This is an optimization exercise on Yosys and OpenROAD, whose aim is small area, not a production implementation.
In this exercise RTL edits were held to simulation tests only and were not proved equivalent to the original.
The clock port is modelled as an ideal driver; clocking choices that lean on that would not hold on a real chip.
Power is estimated from default activity; no workload was simulated.

==> inputs of exp/fjord <==
// apb_slave_timer
module apb_slave_timer(clk, rst,
			psel, penable, pwrite, paddr, pwdata, prdata,
			pready,
			irq);
==> flow/config.mk <==
export PLATFORM = sky130hd
export DESIGN_NAME = apb_slave_timer
export DESIGN_NICKNAME = apb_slave_timer
export VERILOG_FILES = /design/flow/design.v
export SDC_FILE = /design/flow/constraint.sdc
export NUM_CORES = 4
export LEC_CHECK = 0
export ABC_AREA = 1
export CAP_MARGIN = 5
export CORE_MARGIN = 2
export CORE_UTILIZATION = 60
export GPL_TIMING_DRIVEN = 0
export SLEW_MARGIN = 5
==> flow/constraint.sdc <==
create_clock -name core_clock -period 5.0 [get_ports {clk}]
set_input_delay 1.0000 -clock core_clock [delete_from_list [all_inputs] [get_ports {clk}]]
set_output_delay 1.0000 -clock core_clock [all_outputs]
set_load 0.01 [all_outputs]
standard.sh (not shown) runs the stock make flow with config.mk's settings and CLKGATE_MAP_FILE= SYNTH_SCRIPT=/design/flow/synth_recipe.tcl, a recipe that flattens the netlist after the stock synthesis.
==> flow/flow/run.sh <==
#!/bin/bash
# Own layout flow: the standard ORFS flow, except
#  - synthesis: the standard synthesis runs first (its registers, names and
#    cells are kept); then flow/gen_netlist.py writes the datapath as cells
#    with those register names, Yosys/ABC (flow/abc_area.script) maps the
#    remaining control logic, and that netlist replaces 1_2_yosys.v. If any
#    of this fails, the standard netlist is kept.
#  - port buffers of the smallest buffer cell;
#  - a clock tree of clkbuf_4 buffers, without dummy loads; flow/cts_hook.tcl
#    then swaps any clock buffer whose flip-flop clock pins see a slew above
#    OWN_CTS_MAX_SLEW for the next stronger one.
# Each tool's output goes to its own log file here (and ORFS's under orfs/logs).
set -euo pipefail
W=$PWD
PLAT=${FLOW_PLATFORM:-sky130hd}
RES=$W/orfs/results/$PLAT/apb_slave_timer/base
LOGS=$W/orfs/logs/$PLAT/apb_slave_timer/base
LIB=$FLOW_HOME/platforms/$PLAT/lib/sky130_fd_sc_hd__tt_025C_1v80.lib

bash standard.sh synth > "$W/make_synth.log" 2>&1
cp "$RES/1_2_yosys.v" "$W/standard_1_2_yosys.v"

own_ok=0
if python3 "$W/flow/gen_netlist.py" "$W/standard_1_2_yosys.v" "$W/mixed.v" > "$W/gen_netlist.log" 2>&1; then
  DU=$(grep -o -- '-dont_use [^ ]*' "$LOGS/1_2_yosys.log" | sort -u | tr '\n' ' ')
  sed -e "s|@LIB@|$LIB|g" -e "s|@MIXED@|$W/mixed.v|" -e "s|@ABC@|$W/flow/abc_area.script|" \
      -e "s|@DONTUSE@|$DU|" -e "s|@OUT@|$W/own_1_2_yosys.v|" "$W/flow/own_synth.ys.in" > "$W/own_synth.ys"
  if yosys -l "$W/own_synth.log" "$W/own_synth.ys" > /dev/null 2>&1; then
    own_ok=1
  fi
fi
echo "own synthesis used: $own_ok" | tee "$W/own_synth_used.txt"
if [[ $own_ok == 1 ]]; then
  cp "$W/own_1_2_yosys.v" "$RES/1_2_yosys.v"
  rm -f "$RES/1_synth.odb" "$RES/1_synth.sdc"
  bash standard.sh synth > "$W/make_synth2.log" 2>&1
fi

export BUFFER_PORTS_ARGS="-buffer_cell sky130_fd_sc_hd__buf_1"
export CTS_ARGS="-sink_clustering_enable -repair_clock_nets -dont_use_dummy_load -buf_list {sky130_fd_sc_hd__clkbuf_4}"
export PRE_CTS_TCL="$W/flow/cts_hook.tcl"
export OWN_CTS_MAX_SLEW=0.110
bash standard.sh > "$W/make_layout.log" 2>&1
==> flow/flow/abc_area.script <==
&get -n
&st
&dc2
&dch -f
&nf -a -p
&put
topo
==> flow/flow/cts_hook.tcl <==
# PRE_CTS hook. clock_tree_synthesis (run by ORFS's cts.tcl with CTS_ARGS) is
# wrapped: after the tree is built from small clock buffers, every clock
# buffer whose flip-flop clock pins see a slew above OWN_CTS_MAX_SLEW (ns,
# placement estimate) is swapped for the next stronger clock buffer, until
# none does. cts.tcl legalizes the placement right after.
rename clock_tree_synthesis own_orig_clock_tree_synthesis
proc clock_tree_synthesis { args } {
  own_orig_clock_tree_synthesis {*}$args
  set_propagated_clock [all_clocks]
  set limit $::env(OWN_CTS_MAX_SLEW)
  set next [dict create sky130_fd_sc_hd__clkbuf_1 sky130_fd_sc_hd__clkbuf_2 \
    sky130_fd_sc_hd__clkbuf_2 sky130_fd_sc_hd__clkbuf_4 \
    sky130_fd_sc_hd__clkbuf_4 sky130_fd_sc_hd__clkbuf_8 \
    sky130_fd_sc_hd__clkbuf_8 sky130_fd_sc_hd__clkbuf_16]
  set db [ord::get_db]
  for {set pass 0} {$pass < 4} {incr pass} {
    estimate_parasitics -placement
    set swapped 0
    foreach inst [[ord::get_db_block] getInsts] {
      set m [[$inst getMaster] getName]
      if {![dict exists $next $m]} continue
      set x [$inst findITerm X]
      if {$x eq "NULL" || [$x getNet] eq "NULL"} continue
      set worst 0
      foreach it [[$x getNet] getITerms] {
        if {[[$it getMTerm] getName] ne "CLK"} continue
        set pin [get_pins "[[$it getInst] getName]/CLK"]
        set s [get_property $pin slew_max]
        if {$s > $worst} { set worst $s }
      }
      if {$worst > $limit} {
        $inst swapMaster [$db findMaster [dict get $next $m]]
        incr swapped
        puts "own cts: [$inst getName] $m -> [dict get $next $m] (flip-flop clock slew $worst)"
      }
    }
    if {$swapped == 0} break
  }
}
Other scripts of this flow, unchanged in this note and not shown: flow/flow/gen_netlist.py, flow/flow/own_synth.ys.in
==> exp/amber: changes against exp/fjord <==
--- a/flow/flow/run.sh
+++ b/flow/flow/run.sh
@@ -6,9 +6,7 @@
 #    remaining control logic, and that netlist replaces 1_2_yosys.v. If any
 #    of this fails, the standard netlist is kept.
 #  - port buffers of the smallest buffer cell;
-#  - a clock tree of clkbuf_4 buffers, without dummy loads; flow/cts_hook.tcl
-#    then swaps any clock buffer whose flip-flop clock pins see a slew above
-#    OWN_CTS_MAX_SLEW for the next stronger one.
+#  - a clock tree of small clock buffers, without dummy loads.
 # Each tool's output goes to its own log file here (and ORFS's under orfs/logs).
 set -euo pipefail
 W=$PWD
@@ -37,7 +35,5 @@
 fi
 
 export BUFFER_PORTS_ARGS="-buffer_cell sky130_fd_sc_hd__buf_1"
-export CTS_ARGS="-sink_clustering_enable -repair_clock_nets -dont_use_dummy_load -buf_list {sky130_fd_sc_hd__clkbuf_4}"
-export PRE_CTS_TCL="$W/flow/cts_hook.tcl"
-export OWN_CTS_MAX_SLEW=0.110
+export CTS_ARGS="-sink_clustering_enable -repair_clock_nets -dont_use_dummy_load -buf_list {sky130_fd_sc_hd__clkbuf_4 sky130_fd_sc_hd__clkbuf_8}"
 bash standard.sh > "$W/make_layout.log" 2>&1
==> flow/flow/abc_area.script (replaced) <==
&get -n
&st
&dch -f
&nf -a
&put
topo
Settings changed: CAP_MARGIN 5 to 20, GPL_TIMING_DRIVEN 0 to unset, SLEW_MARGIN 5 to 20.
removed: flow/flow/cts_hook.tcl
==> results.txt <==
Between exp/fjord and exp/amber, the lower die area is in exp/fjord (gap 0.28%, measured against exp/amber).
In sequential power, exp/amber and exp/fjord hardly differ.
Between exp/fjord and exp/amber, the lower area after synthesis is in exp/fjord (gap 0.29%, measured against exp/amber).
In exp/fjord the clock skew is higher than in exp/amber, by 0.013 ns.

[re-timing with driven ports]
No port has a modelled driver above. Below, the same layouts with a new extraction and two added sets of constraints. Step 1 (the two cells are an assumption about what drives the block):
set clk [get_ports {clk}]
set_driving_cell -lib_cell sky130_fd_sc_hd__clkbuf_16 $clk
set_driving_cell -lib_cell sky130_fd_sc_hd__buf_2 [delete_from_list [all_inputs] $clk]
Step 2 also shifts input and output timing later by t, the mid clock arrival at the registers, as if the neighbouring blocks saw the same clock. Three values: ideal, step 1, step 2; two values: the first two.
run | t, ns | setup WS [ns] | worst setup path at the end
exp/fjord | 0.528 | 1.765 / 1.765 / 1.422 | input to register
exp/amber | 0.452 | 1.716 / 1.731 / 1.279 | input to register
After both steps setup and hold are still met in every run listed. The setup slack of exp/amber, which loses most, moves by +0.015 ns with the drivers and by -0.437 ns with both steps.
